Context: an optimization exercise on an open-source flow, tuned for small area. The choices shown serve that exercise and are no tape-out recipe. In this exercise RTL edits were held to simulation tests only and were not proved equivalent to the original. Power is estimated from default activity; no workload was simulated.

==> inputs of lagoon <==
## ticket_booking_system
module ticket_booking_system (
    input clk,
    input rst,
    input book,
    input cancel,
    input check,
    input [3:0] seat_type,
    input [4:0] travel_date,
    output reg [7:0] price,
    output reg [7:0] seats_left,
    output reg booking_success,
    output reg cancel_success,
    output reg availability_status
);
Settings: LEC_CHECK=0, CAP_MARGIN=20, CORE_MARGIN=2, CORE_UTILIZATION=65, CTS_BUF_LIST=sky130_fd_sc_hd__clkbuf_4, CTS_CLUSTER_DIAMETER=50, CTS_CLUSTER_SIZE=10, PLACE_DENSITY=0.75, SLEW_MARGIN=20, SYNTH_HIERARCHICAL=1, SYNTH_MINIMUM_KEEP_SIZE=0; clock period 8.0 ns.
standard.sh (not shown) runs the stock make flow with config.mk's settings and CLKGATE_MAP_FILE= SYNTH_SCRIPT=/design/flow/synth_recipe.tcl, a recipe that flattens the netlist after the stock synthesis.
==> flow/flow/run.sh <==
#!/bin/bash
# The standard layout (the standard.sh: ORFS synthesis to final layout),
# with one change: the port buffers that global placement inserts are the
# platform's smallest buffer instead of the one buffer_ports picks by itself.
set -euo pipefail
export BUFFER_PORTS_ARGS="-buffer_cell sky130_fd_sc_hd__buf_1"
bash standard.sh > standard.log 2>&1
==> maple (differences from lagoon) <==
==> flow/run.sh (new file) <==
#!/bin/bash
# synth_recipe.tcl (not shown) runs the flow's synth.tcl, then flattens the netlist and writes it again
# the make line also repeats each setting of config.mk as NAME=value (left out here)
make -C /OpenROAD-flow-scripts/flow DESIGN_CONFIG=/design/flow/config.mk WORK_HOME=/design/flow/orfs CLKGATE_MAP_FILE= SYNTH_SCRIPT=/design/flow/synth_recipe.tcl finish
==> flow/config.mk (replaced) <==
export PLATFORM = sky130hd
export DESIGN_NAME = ticket_booking_system
export DESIGN_NICKNAME = ticket_booking_system
export VERILOG_FILES = /design/flow/design.v
export SDC_FILE = /design/flow/constraint.sdc
export NUM_CORES = 4
export LEC_CHECK = 0
export CAP_MARGIN = 20
export CORE_MARGIN = 2
export CORE_UTILIZATION = 55
export CTS_BUF_LIST = sky130_fd_sc_hd__clkbuf_16
export CTS_CLUSTER_DIAMETER = 70
export CTS_CLUSTER_SIZE = 30
export PLACE_DENSITY = 0.7
export SLEW_MARGIN = 20
export SYNTH_HIERARCHICAL = 1
export SYNTH_MINIMUM_KEEP_SIZE = 0
removed: flow/flow/run.sh
removed: flow/standard.sh
==> xenon (differences from lagoon) <==
--- a/flow/config.mk
+++ b/flow/config.mk
@@ -7,11 +7,11 @@
 export LEC_CHECK = 0
 export CAP_MARGIN = 20
 export CORE_MARGIN = 2
-export CORE_UTILIZATION = 65
+export CORE_UTILIZATION = 55
 export CTS_BUF_LIST = sky130_fd_sc_hd__clkbuf_4
 export CTS_CLUSTER_DIAMETER = 50
 export CTS_CLUSTER_SIZE = 10
-export PLACE_DENSITY = 0.75
+export PLACE_DENSITY = 0.7
 export SLEW_MARGIN = 20
 export SYNTH_HIERARCHICAL = 1
 export SYNTH_MINIMUM_KEEP_SIZE = 0
==> notes <==
- In non-clock buffer count, xenon and lagoon do not differ.
- xenon finished with timing, DRC and antenna clean. maple completed with no timing, DRC or antenna violations. lagoon completed with no timing, DRC or antenna violations.
- Against lagoon, the clock skew of maple is lower by 0.013 ns.
- Die area is the same in maple and xenon.
- First-iteration DRC count: maple is smaller than xenon (about 12%).

* * *

==> fjord: inputs <==
Another version of the RTL of ticket_booking_system (not shown whole).
Settings: LEC_CHECK=0, CAP_MARGIN=20, CORE_MARGIN=2, CORE_UTILIZATION=55, CTS_BUF_LIST=sky130_fd_sc_hd__clkbuf_16, CTS_CLUSTER_DIAMETER=80, CTS_CLUSTER_SIZE=24, PLACE_DENSITY=0.7, SLEW_MARGIN=20, SYNTH_HIERARCHICAL=1, SYNTH_MINIMUM_KEEP_SIZE=0; clock period 8.0 ns.
run.sh (not shown) runs the stock make flow with config.mk's settings and CLKGATE_MAP_FILE= SYNTH_SCRIPT=/design/flow/synth_recipe.tcl, a recipe that flattens the netlist after the stock synthesis.
Stock flow here: none of the scripts above is used.
==> inputs of sierra, as changes to fjord <==
Settings changed: CORE_UTILIZATION 55 to 40, CTS_BUF_LIST sky130_fd_sc_hd__clkbuf_16 to not set, CTS_CLUSTER_DIAMETER 80 to not set, CTS_CLUSTER_SIZE 24 to not set, PLACE_DENSITY 0.7 to 0.6.
==> inputs of pepper, as changes to fjord <==
Settings changed: CTS_BUF_LIST sky130_fd_sc_hd__clkbuf_16 to sky130_fd_sc_hd__clkbuf_4, CTS_CLUSTER_DIAMETER 80 to not set, CTS_CLUSTER_SIZE 24 to not set.
==> inputs of raven, as changes to fjord <==
Settings changed: CTS_BUF_LIST sky130_fd_sc_hd__clkbuf_16 to sky130_fd_sc_hd__clkbuf_8, CTS_CLUSTER_DIAMETER 80 to 60, CTS_CLUSTER_SIZE 24 to 16.
==> metrics.csv <==
stage,metric,value,unit
floorplan,core_area,0.0325,sq mm
final_layout,antenna_cells,0,
timing,timing.fmax,0.152,GHz
worst_setup_path,slowest_delay,640,ps
clocking,insertion_delay,530,ps
final_layout,sh_seq_area,0.488,
grt,grt_pass1_vias,10300,
floorplan,die_x,185,um
run_status,status,no timing/DRC/antenna violations,
timing,worst-slew-pin-transition,922,ps
pwr,leakage,5.73,nW
grt,grt_pass1_wl,64000,um
-- figures above: sierra

==> metrics.csv <==
stage,metric,value,unit
floorplan,die_x,159,um
pwr,leakage,5.37,nW
run_status,status,no timing/DRC/antenna violations,
grt,grt_pass1_vias,10200,
floorplan,core_area,0.0235,sq mm
clocking,insertion_delay,620,ps
final_layout,antenna_cells,0,
-- figures above: raven

==> metrics.csv <==
stage,metric,value,unit
floorplan,die_x,159,um
grt,grt_pass1_wl,61300,um
pwr,leakage,5.77,nW
grt,grt_pass1_vias,10800,
final_layout,antenna_cells,1,
clocking,insertion_delay,740,ps
timing,timing.fmax,0.155,GHz
timing,worst-slew-pin-transition,901,ps
run_status,status,no timing/DRC/antenna violations,
final_layout,sh_seq_area,0.497,
-- figures above: pepper

==> metrics.csv <==
stage,metric,value,unit
timing,worst-slew-pin-transition,896,ps
grt,grt_pass1_vias,10100,
grt,grt_pass1_wl,59500,um
run_status,status,no timing/DRC/antenna violations,
final_layout,sh_seq_area,0.519,
floorplan,die_x,159,um
clocking,insertion_delay,530,ps
floorplan,core_area,0.0235,sq mm
-- figures above: fjord

## afterwards: timing with drivers on the ports
The results above use ideal ports. As a check the final layouts listed here were re-extracted and re-timed, cells and wires unchanged.
Step 1, drivers: a clkbuf_16 drives clk and a buf_2 each remaining input, both assumed.
Step 2, shift: input delay + t, output delay - t, t = (earliest + latest rising clock arrival at the registers) / 2. This alone moves slack from input paths to output paths.
a / b / c = ideal / step 1 / step 2; a / b = the first two.
run	shift t [ns]	slack for setup (ns)	worst hold slack (ns)	worst register clock-pin slew, ns	worst slew at a driven data input, ns
lagoon	0.718	1.624 / 1.646 / 0.928	0.411 / 0.411 / 0.411	0.12 / 0.12	0.08
maple	0.568	1.037 / 1.057 / 0.489	0.439 / 0.439 / 0.439	0.11 / 0.11	0.07
xenon	0.716	1.672 / 1.690 / 0.973	0.417 / 0.417 / 0.417	0.12 / 0.12	0.07
fjord	0.572	1.423 / 1.444 / 0.872	0.424 / 0.424 / 0.424	0.10 / 0.10	0.04
sierra	0.566	1.416 / 1.434 / 0.868	0.404 / 0.404 / 0.404	0.06 / 0.06	0.03
pepper	0.762	1.546 / 1.563 / 0.800	0.416 / 0.416 / 0.416	0.08 / 0.08	0.04
raven	0.644	1.501 / 1.517 / 0.873	0.420 / 0.420 / 0.420	0.10 / 0.10	0.04
After both steps every run listed still meets setup and hold. The setup slack of pepper, which loses most, moves by +0.017 ns with the drivers and by -0.746 ns with both steps.
